Context: an optimization exercise on an open-source flow, tuned for small area and a short achievable clock period. The choices shown serve that exercise and are no tape-out recipe.
Where RTL was checked, it was by simulation tests only, not by an equivalence proof against the original.
No driver is modelled on the clock port, so clock power and skew are understated where the tree is cut down; a real chip needs a root buffer or a tree.
Power is estimated from default activity; no workload was simulated.

main:
==> flow/design.v (excerpt) <==
module syn_fifo (
  input        clk,
  input        rst,
  input        wr_cs,
  input        rd_cs,
  input  [7:0] data_in,
  input        rd_en,
  input        wr_en,
  output [7:0] data_out,
  output       empty,
  output       full
);
Size: roughly 24 I/O pins, about 82,000 um2 of cells after synthesis.
Settings: LEC_CHECK=0, CAP_MARGIN=20, CORE_MARGIN=2, CORE_UTILIZATION=60, SETUP_SLACK_MARGIN=2.1, SLEW_MARGIN=20, SYNTH_MEMORY_MAX_BITS=4096; clock period 4.0 ns.
standard.sh (not shown) runs the stock make flow with config.mk's settings and CLKGATE_MAP_FILE= SYNTH_SCRIPT=/design/flow/synth_recipe.tcl, a recipe that flattens the netlist after the stock synthesis.
==> flow/flow/run.sh <==
#!/bin/bash
# Own flow: the standard layout, except that the clock tree is built by
# flow/mcts.tcl (a shallow H-like tree of clkbuf_16) instead of TritonCTS.
# Every tool's output goes to the ORFS logs under orfs/logs; this script's
# own output goes to run.log.
set -euo pipefail
cd "$(dirname "$0")/.."
exec > >(tee run.log) 2>&1
bash standard.sh PRE_CTS_TCL="$PWD/flow/cts_hook.tcl" finish
==> flow/flow/cts_hook.tcl <==
# PRE_CTS_TCL hook: build the clock tree by hand (flow/mcts.tcl) in place of
# TritonCTS, then let the rest of ORFS's CTS step (legalisation, timing
# repair) run as usual.
source [file join [file dirname [info script]] mcts.tcl]
set mcts_grids {{12 12 sky130_fd_sc_hd__clkbuf_8} {4 4} {2 2}}
if {[info exists ::env(MCTS_GRIDS)]} { set mcts_grids $::env(MCTS_GRIDS) }
mcts_build $mcts_grids
rename clock_tree_synthesis tritoncts_unused
proc clock_tree_synthesis {args} {
  puts "clock tree built by flow/mcts.tcl"
  set_propagated_clock [all_clocks]
}
Other scripts of this flow, unchanged in this note and not shown: flow/flow/mcts.tcl
For the feature branch, these inputs were changed with respect to main:
Settings: swapping 2.1 for 2.0 in SETUP_SLACK_MARGIN.
==> flow/flow/run.sh <==
#!/bin/bash
# Own flow: the standard layout, except that
#  - the clock tree is built by flow/mcts.tcl (a shallow tree of clock
#    buffers over a grid of flip-flop clusters) instead of TritonCTS, and
#  - sky130_fd_sc_hd__a222oi_1, which comes in one weak size only, is added
#    to the platform's don't-use list, so that synthesis does not put it on
#    paths that the resizer then cannot speed up.
# Every tool's output goes to the ORFS logs under orfs/logs; this script's
# own output goes to run.log.
set -euo pipefail
cd "$(dirname "$0")/.."
exec > >(tee run.log) 2>&1
DU="sky130_fd_sc_hd__probe_p_8 sky130_fd_sc_hd__probec_p_8 sky130_fd_sc_hd__lpflow_bleeder_1 sky130_fd_sc_hd__lpflow_clkbufkapwr_1 sky130_fd_sc_hd__lpflow_clkbufkapwr_16 sky130_fd_sc_hd__lpflow_clkbufkapwr_2 sky130_fd_sc_hd__lpflow_clkbufkapwr_4 sky130_fd_sc_hd__lpflow_clkbufkapwr_8 sky130_fd_sc_hd__lpflow_clkinvkapwr_1 sky130_fd_sc_hd__lpflow_clkinvkapwr_16 sky130_fd_sc_hd__lpflow_clkinvkapwr_2 sky130_fd_sc_hd__lpflow_clkinvkapwr_4 sky130_fd_sc_hd__lpflow_clkinvkapwr_8 sky130_fd_sc_hd__lpflow_decapkapwr_12 sky130_fd_sc_hd__lpflow_decapkapwr_3 sky130_fd_sc_hd__lpflow_decapkapwr_4 sky130_fd_sc_hd__lpflow_decapkapwr_6 sky130_fd_sc_hd__lpflow_decapkapwr_8 sky130_fd_sc_hd__lpflow_inputiso0n_1 sky130_fd_sc_hd__lpflow_inputiso0p_1 sky130_fd_sc_hd__lpflow_inputiso1n_1 sky130_fd_sc_hd__lpflow_inputiso1p_1 sky130_fd_sc_hd__lpflow_inputisolatch_1 sky130_fd_sc_hd__lpflow_isobufsrc_1 sky130_fd_sc_hd__lpflow_isobufsrc_16 sky130_fd_sc_hd__lpflow_isobufsrc_2 sky130_fd_sc_hd__lpflow_isobufsrc_4 sky130_fd_sc_hd__lpflow_isobufsrc_8 sky130_fd_sc_hd__lpflow_isobufsrckapwr_16 sky130_fd_sc_hd__lpflow_lsbuf_lh_hl_isowell_tap_1 sky130_fd_sc_hd__lpflow_lsbuf_lh_hl_isowell_tap_2 sky130_fd_sc_hd__lpflow_lsbuf_lh_hl_isowell_tap_4 sky130_fd_sc_hd__lpflow_lsbuf_lh_isowell_4 sky130_fd_sc_hd__lpflow_lsbuf_lh_isowell_tap_1 sky130_fd_sc_hd__lpflow_lsbuf_lh_isowell_tap_2 sky130_fd_sc_hd__lpflow_lsbuf_lh_isowell_tap_4 sky130_fd_sc_hd__a222oi_1"
bash standard.sh DONT_USE_CELLS="$DU" PRE_CTS_TCL="$PWD/flow/cts_hook.tcl" finish
-- flow/flow/cts_hook.tcl --
<<< main, line 3
# repair) run as usual.
source [file join [file dirname [info script]] mcts.tcl]
set mcts_grids {{12 12 sky130_fd_sc_hd__clkbuf_8} {4 4} {2 2}}
if {[info exists ::env(MCTS_GRIDS)]} { set mcts_grids $::env(MCTS_GRIDS) }
mcts_build $mcts_grids
>>> the feature branch, line 3
# repair) run as usual.
source [file join [file dirname [info script]] mcts.tcl]
set mcts_grids {{14 14 sky130_fd_sc_hd__clkbuf_8} {4 4} {2 2}}
if {[info exists ::env(MCTS_GRIDS)]} { set mcts_grids $::env(MCTS_GRIDS) }
mcts_build $mcts_grids
## What came out
The feature branch closes out successfully: all stages finished, all timing, DRC and antenna checks passed.
Diff main..the feature branch | synthesized instance count | negligible
Compared with main, in the feature branch flip-flop and latch area now sits at about the same level; end-of-flow core utilization moved down; relative contribution of the clock network to total power rose by 2.3 points; count of placed standard cells in the final layout, fillers left out closely matched the old numbers.
In the reports for main and the feature branch, the larger power attributed to the clock group belongs to the feature branch.
Synthesized area of main is on par with the feature branch.
Sort main and the feature branch by relative max-transition margin, ascending, and main comes first.
Adder and majority gate portion of the synthesized area of main is on par with the feature branch.
No run of this note takes its clock network from TritonCTS; it comes from the design's own scripts or RTL.


Another version of the RTL of syn_fifo (not shown whole).
Size: about 4100 cells after synthesis, roughly 24 I/O pins.
Settings: LEC_CHECK=0, ABC_CLOCK_PERIOD_IN_PS=1000, CAP_MARGIN=20, CORE_MARGIN=2, CORE_UTILIZATION=60, SETUP_SLACK_MARGIN=2.2, SLEW_MARGIN=20, SYNTH_MEMORY_MAX_BITS=4096, TNS_END_PERCENT=100; clock period 4.0 ns.
run.sh (not shown) runs the stock make flow with config.mk's settings and CLKGATE_MAP_FILE= SYNTH_SCRIPT=/design/flow/synth_recipe.tcl, a recipe that flattens the netlist after the stock synthesis.
Stock flow here: none of the scripts above is used.
Change:
- ABC_CLOCK_PERIOD_IN_PS: 1000 -> default
- CORE_UTILIZATION: 60 -> 40
- SETUP_SLACK_MARGIN: 2.2 -> default
- TNS_END_PERCENT: 100 -> default
Outcome: The changed run completed with no timing, DRC or antenna violations; cell count grows by 11%; fmax shrinks by 14%; utilization shrinks by 29 points; worst setup slack loses 0.46 ns; sequential share of layout area grows by 5.5 points; power shrinks by 0.94%.
Change:
- CORE_UTILIZATION: 40 -> 60
- SETUP_SLACK_MARGIN: default -> 2.0
Result: The changed run ran to the end with no violations. Clock power came out lower by about 7%. Core utilization grows by 26 points. Total power went down by 1.7%. Combinational power grows by 45%.
Function was not checked in any run of this note: the RTL went through the layout flow alone.


syn_fifo, a different RTL version from the one above (not shown whole).
Size: roughly 4400 cells after synthesis, ~2200 flip-flops.
clock: 4.0 ns
lec_check: 0
cap_margin: 20
core_margin: 2
core_utilization: 60
setup_slack_margin: 1.6
slew_margin: 20
synth_memory_max_bits: 4096
Then changed:
SETUP_SLACK_MARGIN = 1.8   (was 1.6)
Final cell count went up by 1.8%; clock skew rises by 6.2 ps; synthesized cell count does not change; cell area rises by about 2%; total power is higher by about 1.2%.
No run of this note included a check of the RTL's function; only the layout flow was run.


onyx:
Another version of the RTL of syn_fifo (not shown whole).
Size: roughly 2400 flip-flops, ~24 I/O pins.
export LEC_CHECK = 0
export CAP_MARGIN = 20
export CORE_MARGIN = 2
export CORE_UTILIZATION = 70
export SETUP_SLACK_MARGIN = 2.25
export SLEW_MARGIN = 20
export SYNTH_MEMORY_MAX_BITS = 4096
create_clock -name core_clock -period 4.0 [get_ports {clk}]
standard.sh (not shown) runs the stock make flow with config.mk's settings and CLKGATE_MAP_FILE= SYNTH_SCRIPT=/design/flow/synth_recipe.tcl, a recipe that flattens the netlist after the stock synthesis.
==> flow/flow/run.sh <==
#!/bin/bash
# Own flow: the standard layout, except that
#  - the clock tree is built by flow/mcts.tcl (a shallow tree of clock
#    buffers over flip-flop clusters found by recursive bisection) instead
#    of TritonCTS, and the output port buffers are moved next to the
#    flip-flops that drive them (flow/obuf.tcl),
#  - the port buffers are buf_4 (buffer_ports otherwise picks a delay
#    buffer, which is slow on the input and output paths),
#  - after ORFS's timing repair at CTS and at global routing, a greedy sizer
#    (flow/gsize.tcl) sizes up the gates on the worst register and input
#    paths, which ORFS's repair leaves weak, and
#  - sky130_fd_sc_hd__a222oi_1, which comes in one weak size only, is added
#    to the platform's don't-use list, so that synthesis does not put it on
#    paths that the resizer then cannot speed up.
# Every tool's output goes to the ORFS logs under orfs/logs; this script's
# own output goes to run.log.
set -euo pipefail
cd "$(dirname "$0")/.."
exec > >(tee run.log) 2>&1
DU="sky130_fd_sc_hd__probe_p_8 sky130_fd_sc_hd__probec_p_8 sky130_fd_sc_hd__lpflow_bleeder_1 sky130_fd_sc_hd__lpflow_clkbufkapwr_1 sky130_fd_sc_hd__lpflow_clkbufkapwr_16 sky130_fd_sc_hd__lpflow_clkbufkapwr_2 sky130_fd_sc_hd__lpflow_clkbufkapwr_4 sky130_fd_sc_hd__lpflow_clkbufkapwr_8 sky130_fd_sc_hd__lpflow_clkinvkapwr_1 sky130_fd_sc_hd__lpflow_clkinvkapwr_16 sky130_fd_sc_hd__lpflow_clkinvkapwr_2 sky130_fd_sc_hd__lpflow_clkinvkapwr_4 sky130_fd_sc_hd__lpflow_clkinvkapwr_8 sky130_fd_sc_hd__lpflow_decapkapwr_12 sky130_fd_sc_hd__lpflow_decapkapwr_3 sky130_fd_sc_hd__lpflow_decapkapwr_4 sky130_fd_sc_hd__lpflow_decapkapwr_6 sky130_fd_sc_hd__lpflow_decapkapwr_8 sky130_fd_sc_hd__lpflow_inputiso0n_1 sky130_fd_sc_hd__lpflow_inputiso0p_1 sky130_fd_sc_hd__lpflow_inputiso1n_1 sky130_fd_sc_hd__lpflow_inputiso1p_1 sky130_fd_sc_hd__lpflow_inputisolatch_1 sky130_fd_sc_hd__lpflow_isobufsrc_1 sky130_fd_sc_hd__lpflow_isobufsrc_16 sky130_fd_sc_hd__lpflow_isobufsrc_2 sky130_fd_sc_hd__lpflow_isobufsrc_4 sky130_fd_sc_hd__lpflow_isobufsrc_8 sky130_fd_sc_hd__lpflow_isobufsrckapwr_16 sky130_fd_sc_hd__lpflow_lsbuf_lh_hl_isowell_tap_1 sky130_fd_sc_hd__lpflow_lsbuf_lh_hl_isowell_tap_2 sky130_fd_sc_hd__lpflow_lsbuf_lh_hl_isowell_tap_4 sky130_fd_sc_hd__lpflow_lsbuf_lh_isowell_4 sky130_fd_sc_hd__lpflow_lsbuf_lh_isowell_tap_1 sky130_fd_sc_hd__lpflow_lsbuf_lh_isowell_tap_2 sky130_fd_sc_hd__lpflow_lsbuf_lh_isowell_tap_4 sky130_fd_sc_hd__a222oi_1"
bash standard.sh DONT_USE_CELLS="$DU" PRE_CTS_TCL="$PWD/flow/cts_hook.tcl" \
  POST_CTS_TCL="$PWD/flow/post_cts_hook.tcl" \
  POST_GLOBAL_ROUTE_TCL="$PWD/flow/post_grt_hook.tcl" \
  BUFFER_PORTS_ARGS="-buffer_cell sky130_fd_sc_hd__buf_4" finish
Other scripts of this flow, unchanged in this note and not shown: flow/flow/cts_hook.tcl, flow/flow/gsize.tcl, flow/flow/mcts.tcl, flow/flow/obuf.tcl, flow/flow/post_cts_hook.tcl, flow/flow/post_grt_hook.tcl
onyx finished every step from synthesis to the final layout, and the layout passed the timing, DRC and antenna checks.
diff inputs: onyx => maple
- a change of CORE_UTILIZATION from 70 to 75
--- outcome ---
maple: no failed stages, no open violations at the end. Relative to onyx, the largest fanout on the critical path of maple is higher by 10. Diff onyx -> maple: average detailed-routed wire length per instance picked up an extra about 0.6%, total power neither gained nor lost much, share of the core filled with cells in the final layout picked up an extra 5.0 points, number of standard-cell rows in the floorplan lost 4. From onyx to maple the numbers moved as follows: starting utilization of the core area rose by 4.9 points, critical path depth rose by 1. Of onyx and maple, maple shows the lower die footprint, with onyx above it. The higher upper clock frequency limit of onyx and maple is in onyx. maple has sum of routed wire length over all layers below what onyx had.
In every run of this note, the design's own scripts or RTL, not TritonCTS, make the clock network.


The RTL this note starts from:
==> flow/design.v <==
module ram_dp_ar_aw (
  input             clk,
  input             we,         
  input      [15:0] wlo,        
  input      [15:0] whi,        
  input       [7:0] wdata,
  input      [15:0] row_sel,    
  input      [15:0] row_sel0,   
  output reg [127:0] col_q      
);
reg [7:0] mem [0:255];
genvar wi;
generate
  for (wi = 0; wi < 256; wi = wi + 1) begin : wr_g
    always @(posedge clk)
      if (we && whi[wi/16] && wlo[wi%16])
        mem[wi] <= wdata;
  end
endgenerate
integer r, c;
reg [127:0] col_d;
always @(*) begin
  col_d = 128'd0;
  for (c = 0; c < 16; c = c + 1)
    for (r = 0; r < 16; r = r + 1)
      col_d[8*c +: 8] = col_d[8*c +: 8] |
        (mem[16*r+c] & {8{(c == 0) ? row_sel0[r] : row_sel[r]}});
end
always @(posedge clk)
  col_q <= col_d;
endmodule
module syn_fifo (
  input        clk,
  input        rst,
  input        wr_cs,
  input        rd_cs,
  input  [7:0] data_in,
  input        rd_en,
  input        wr_en,
  output [7:0] data_out,
  output       empty,
  output       full
);
wire wr = wr_cs & wr_en;
wire rd = rd_cs & rd_en;
reg        wr_q;
reg  [7:0] din_q, din_qq;
reg  [15:1] wr_lo_h;           
reg         wr_lo0_n;          
reg  [15:1] wr_hi_h;           
reg         wr_hi0_n;
wire [15:0] wr_lo = {wr_lo_h, ~wr_lo0_n};
wire [15:0] wr_hi = {wr_hi_h, ~wr_hi0_n};
always @(posedge clk or posedge rst)
  if (rst)
    wr_q <= 1'b0;
  else
    wr_q <= wr;
always @(posedge clk) begin
  din_q  <= data_in;
  din_qq <= din_q;
end
always @(posedge clk or posedge rst)
  if (rst) begin
    wr_lo_h  <= 15'd0;
    wr_lo0_n <= 1'b0;
    wr_hi_h  <= 15'd0;
    wr_hi0_n <= 1'b0;
  end else if (wr_q) begin
    wr_lo_h  <= wr_lo[14:0];
    wr_lo0_n <= ~wr_lo[15];
    if (wr_lo[15]) begin
      wr_hi_h  <= wr_hi[14:0];
      wr_hi0_n <= ~wr_hi[15];
    end
  end
reg  [15:1] rd_col_h;
reg         rd_col0_n;
reg  [15:1] rd_row_h;
reg         rd_row0_n;
reg  [15:1] rd_nrow_h;         
reg         rd_nrow0_n;
wire [15:0] rd_col  = {rd_col_h, ~rd_col0_n};
wire [15:0] rd_row  = {rd_row_h, ~rd_row0_n};
wire [15:0] rd_row0 = {rd_nrow_h, ~rd_nrow0_n};
always @(posedge clk or posedge rst)
  if (rst) begin
    rd_col_h   <= 15'd0;
    rd_col0_n  <= 1'b0;
    rd_row_h   <= 15'd0;
    rd_row0_n  <= 1'b0;
    rd_nrow_h  <= 15'd0;
    rd_nrow0_n <= 1'b0;
  end else if (rd) begin
    rd_col_h  <= rd_col[14:0];
    rd_col0_n <= ~rd_col[15];
    if (rd_col[15]) begin
      rd_row_h  <= rd_row[14:0];
      rd_row0_n <= ~rd_row[15];
    end
    if (rd_col[0]) begin
      rd_nrow_h  <= rd_row0[14:0];
      rd_nrow0_n <= ~rd_row0[15];
    end
  end
reg  [7:0] cnt_q;
reg        inc_q, dec_q;
reg        not_empty, is1, is2, is254, is255;
reg        empty_r, full_r;      
reg        byp1, byp2;     
wire       inc = wr & ~rd;
wire       dec = rd & ~wr;
wire [7:0] cnt = cnt_q + {{7{dec_q}}, dec_q | inc_q};
wire       cnt_is3   = inc_q ? (cnt_q == 8'd2)   : dec_q ? (cnt_q == 8'd4)   : (cnt_q == 8'd3);
wire       cnt_is253 = inc_q ? (cnt_q == 8'd252) : dec_q ? (cnt_q == 8'd254) : (cnt_q == 8'd253);
always @(posedge clk or posedge rst)
  if (rst) begin
    cnt_q <= 8'd0;
    inc_q <= 1'b0;
    dec_q <= 1'b0;
  end else begin
    cnt_q <= cnt;
    inc_q <= inc;
    dec_q <= dec;
  end
always @(posedge clk or posedge rst)
  if (rst) begin
    not_empty  <= 1'b0;
    is1        <= 1'b0;
    is2        <= 1'b0;
    is254      <= 1'b0;
    is255      <= 1'b0;
  end else if (dec) begin
    not_empty  <= ~is1;
    is1        <= is2;
    is2        <= cnt_is3;
    is254      <= is255;
    is255      <= 1'b0;
  end else if (inc) begin
    not_empty  <= 1'b1;
    is1        <= ~not_empty;
    is2        <= is1;
    is254      <= cnt_is253;
    is255      <= is254;
  end
always @(posedge clk)
  if (rst) begin
    empty_r    <= 1'b1;
    full_r     <= 1'b0;
  end else if (dec) begin
    empty_r    <= is1;
    full_r     <= 1'b0;
  end else if (inc) begin
    empty_r    <= 1'b0;
    full_r     <= is254;
  end
always @(posedge clk or posedge rst)
  if (rst) begin
    byp1 <= 1'b0;
    byp2 <= 1'b0;
  end else begin
    byp1 <= wr   & (rd ? is1 : ~not_empty);
    byp2 <= wr_q & (rd ? is2 : is1);
  end
assign empty = empty_r;
assign full  = full_r;
wire [127:0] col_q;
reg  [7:0]  col_word;
integer c;
always @(*) begin
  col_word = 8'd0;
  for (c = 0; c < 16; c = c + 1)
    col_word = col_word | (col_q[8*c +: 8] & {8{rd_col[c]}});
end
wire [7:0] head = byp1 ? din_q : (byp2 ? din_qq : col_word);
reg [7:0] data_out_r, data_keep_n;
always @(posedge clk)
  if (rst) begin
    data_out_r  <= 8'd0;
    data_keep_n <= 8'hff;
  end else begin
    data_out_r  <= rd ? head : ~data_keep_n;
    data_keep_n <= rd ? ~head : data_keep_n;
  end
assign data_out = data_out_r;
ram_dp_ar_aw DP_RAM (
  .clk      (clk),
  .we       (wr_q),
  .wlo      (wr_lo),
  .whi      (wr_hi),
  .wdata    (din_q),
  .row_sel  (rd_row),
  .row_sel0 (rd_row0),
  .col_q    (col_q)
);
endmodule
clock: 4.0 ns
lec_check: 0
cap_margin: 20
core_margin: 2
core_utilization: 60
setup_slack_margin: 2.2
slew_margin: 20
synth_memory_max_bits: 4096
==> flow/flow/run.sh <==
#!/bin/bash
# Own flow: the standard layout, except that
#  - the clock tree is built by flow/mcts.tcl (a shallow tree of clock
#    buffers over flip-flop clusters found by recursive bisection) instead
#    of TritonCTS,
#  - the port buffers are buf_4 (buffer_ports otherwise picks a delay
#    buffer, which is slow on the input and output paths), and
#  - sky130_fd_sc_hd__a222oi_1, which comes in one weak size only, is added
#    to the platform's don't-use list, so that synthesis does not put it on
#    paths that the resizer then cannot speed up.
# Every tool's output goes to the ORFS logs under orfs/logs; this script's
# own output goes to run.log.
set -euo pipefail
cd "$(dirname "$0")/.."
exec > >(tee run.log) 2>&1
DU="sky130_fd_sc_hd__probe_p_8 sky130_fd_sc_hd__probec_p_8 sky130_fd_sc_hd__lpflow_bleeder_1 sky130_fd_sc_hd__lpflow_clkbufkapwr_1 sky130_fd_sc_hd__lpflow_clkbufkapwr_16 sky130_fd_sc_hd__lpflow_clkbufkapwr_2 sky130_fd_sc_hd__lpflow_clkbufkapwr_4 sky130_fd_sc_hd__lpflow_clkbufkapwr_8 sky130_fd_sc_hd__lpflow_clkinvkapwr_1 sky130_fd_sc_hd__lpflow_clkinvkapwr_16 sky130_fd_sc_hd__lpflow_clkinvkapwr_2 sky130_fd_sc_hd__lpflow_clkinvkapwr_4 sky130_fd_sc_hd__lpflow_clkinvkapwr_8 sky130_fd_sc_hd__lpflow_decapkapwr_12 sky130_fd_sc_hd__lpflow_decapkapwr_3 sky130_fd_sc_hd__lpflow_decapkapwr_4 sky130_fd_sc_hd__lpflow_decapkapwr_6 sky130_fd_sc_hd__lpflow_decapkapwr_8 sky130_fd_sc_hd__lpflow_inputiso0n_1 sky130_fd_sc_hd__lpflow_inputiso0p_1 sky130_fd_sc_hd__lpflow_inputiso1n_1 sky130_fd_sc_hd__lpflow_inputiso1p_1 sky130_fd_sc_hd__lpflow_inputisolatch_1 sky130_fd_sc_hd__lpflow_isobufsrc_1 sky130_fd_sc_hd__lpflow_isobufsrc_16 sky130_fd_sc_hd__lpflow_isobufsrc_2 sky130_fd_sc_hd__lpflow_isobufsrc_4 sky130_fd_sc_hd__lpflow_isobufsrc_8 sky130_fd_sc_hd__lpflow_isobufsrckapwr_16 sky130_fd_sc_hd__lpflow_lsbuf_lh_hl_isowell_tap_1 sky130_fd_sc_hd__lpflow_lsbuf_lh_hl_isowell_tap_2 sky130_fd_sc_hd__lpflow_lsbuf_lh_hl_isowell_tap_4 sky130_fd_sc_hd__lpflow_lsbuf_lh_isowell_4 sky130_fd_sc_hd__lpflow_lsbuf_lh_isowell_tap_1 sky130_fd_sc_hd__lpflow_lsbuf_lh_isowell_tap_2 sky130_fd_sc_hd__lpflow_lsbuf_lh_isowell_tap_4 sky130_fd_sc_hd__a222oi_1"
bash standard.sh DONT_USE_CELLS="$DU" PRE_CTS_TCL="$PWD/flow/cts_hook.tcl" \
  BUFFER_PORTS_ARGS="-buffer_cell sky130_fd_sc_hd__buf_4" finish
==> flow/flow/cts_hook.tcl <==
# PRE_CTS_TCL hook: build the clock tree by hand (flow/mcts.tcl) in place of
# TritonCTS, then let the rest of ORFS's CTS step (legalisation, timing
# repair) run as usual.
source [file join [file dirname [info script]] mcts.tcl]
set mcts_levels {{128 sky130_fd_sc_hd__clkbuf_8} {16 sky130_fd_sc_hd__clkbuf_16} {4 sky130_fd_sc_hd__clkbuf_16}}
if {[info exists ::env(MCTS_LEVELS)]} { set mcts_levels $::env(MCTS_LEVELS) }
mcts_build2 $mcts_levels
rename clock_tree_synthesis tritoncts_unused
proc clock_tree_synthesis {args} {
  puts "clock tree built by flow/mcts.tcl"
  set_propagated_clock [all_clocks]
}
Other scripts of this flow, unchanged in this note and not shown: flow/flow/mcts.tcl
Change:
--- a/flow/flow/cts_hook.tcl
+++ b/flow/flow/cts_hook.tcl
@@ -5 +5 @@
-set mcts_levels {{128 sky130_fd_sc_hd__clkbuf_8} {16 sky130_fd_sc_hd__clkbuf_16} {4 sky130_fd_sc_hd__clkbuf_16}}
+set mcts_levels {{256 sky130_fd_sc_hd__clkbuf_4} {16 sky130_fd_sc_hd__clkbuf_16} {4 sky130_fd_sc_hd__clkbuf_16}}
The changed run finished but failed the layout checks on antenna violations; via count climbs slightly; area after synthesis stays the same; routed wire length increases slightly; maximum frequency grows slightly; combinational power went down by a few percent.
No run of this note included a check of the RTL's function; only the layout flow was run. In every run of this note, the design's own scripts or RTL, not TritonCTS, make the clock network.

-- static timing again, ports no longer ideal --
In the flow no input, the clock included, has a driving cell. The finished layouts below were timed again as built, in two steps. Step 1 (the two cells are an assumption about what drives the block):
set clk [get_ports {clk}]
set_driving_cell -lib_cell sky130_fd_sc_hd__clkbuf_16 $clk
set_driving_cell -lib_cell sky130_fd_sc_hd__buf_2 [delete_from_list [all_inputs] $clk]
Step 2 moves the port delays by t, midway between the first and last clock arrival at a register: inputs arrive t later, outputs are due t later. That takes back most of the time a late clock gives input paths. a / b / c = no drivers / after step 1 / after step 2; a / b = the first two.
| run | t, ns | setup slack, ns | hold slack, ns | worst setup path at the end | clock arrival spread, ns |
|---|---|---|---|---|---|
| main | 0.744 | 1.722 / 1.722 / 1.620 | 0.476 / 0.476 / 0.476 | input to register | 0.064 / 0.065 |
| the feature branch | 0.742 | 1.932 / 1.760 / 1.498 | 0.465 / 0.465 / 0.465 | input to register | 0.070 / 0.069 |
| the first run of note 2 | 0.911 | 1.114 / 1.114 / 1.114 | 0.476 / 0.451 / 0.476 | register to register | 0.042 / 0.042 |
| the second run of note 2 | 0.920 | 0.650 / 0.650 / 0.487 | 0.399 / 0.357 / 0.499 | input to register | 0.043 / 0.044 |
| the third run of note 2 | 0.913 | 1.213 / 1.213 / 1.146 | 0.483 / 0.432 / 0.483 | input to register | 0.025 / 0.025 |
| the first run of note 3 | 0.929 | 1.433 / 1.433 / 0.924 | 0.369 / 0.312 / 0.478 | input to register | 0.029 / 0.029 |
| the second run of note 3 | 0.929 | 1.638 / 1.638 / 1.031 | 0.373 / 0.315 / 0.495 | input to register | 0.033 / 0.033 |
| onyx | 0.724 | 2.164 / 1.983 / 1.620 | 0.353 / 0.197 / 0.460 | input to register | 0.033 / 0.032 |
| maple | 0.722 | 2.152 / 1.993 / 1.617 | 0.356 / 0.202 / 0.467 | input to register | 0.032 / 0.033 |
| the first run of note 5 | 0.729 | 2.026 / 1.896 / 1.714 | 0.337 / 0.178 / 0.466 | input to register | 0.039 / 0.038 |
| the second run of note 5 | 0.766 | 2.037 / 1.857 / 1.610 | 0.325 / 0.165 / 0.451 | input to register | 0.065 / 0.065 |
The setup slack of the second run of note 3, which loses most, moves by 0.000 ns with the drivers and by -0.607 ns with both steps.
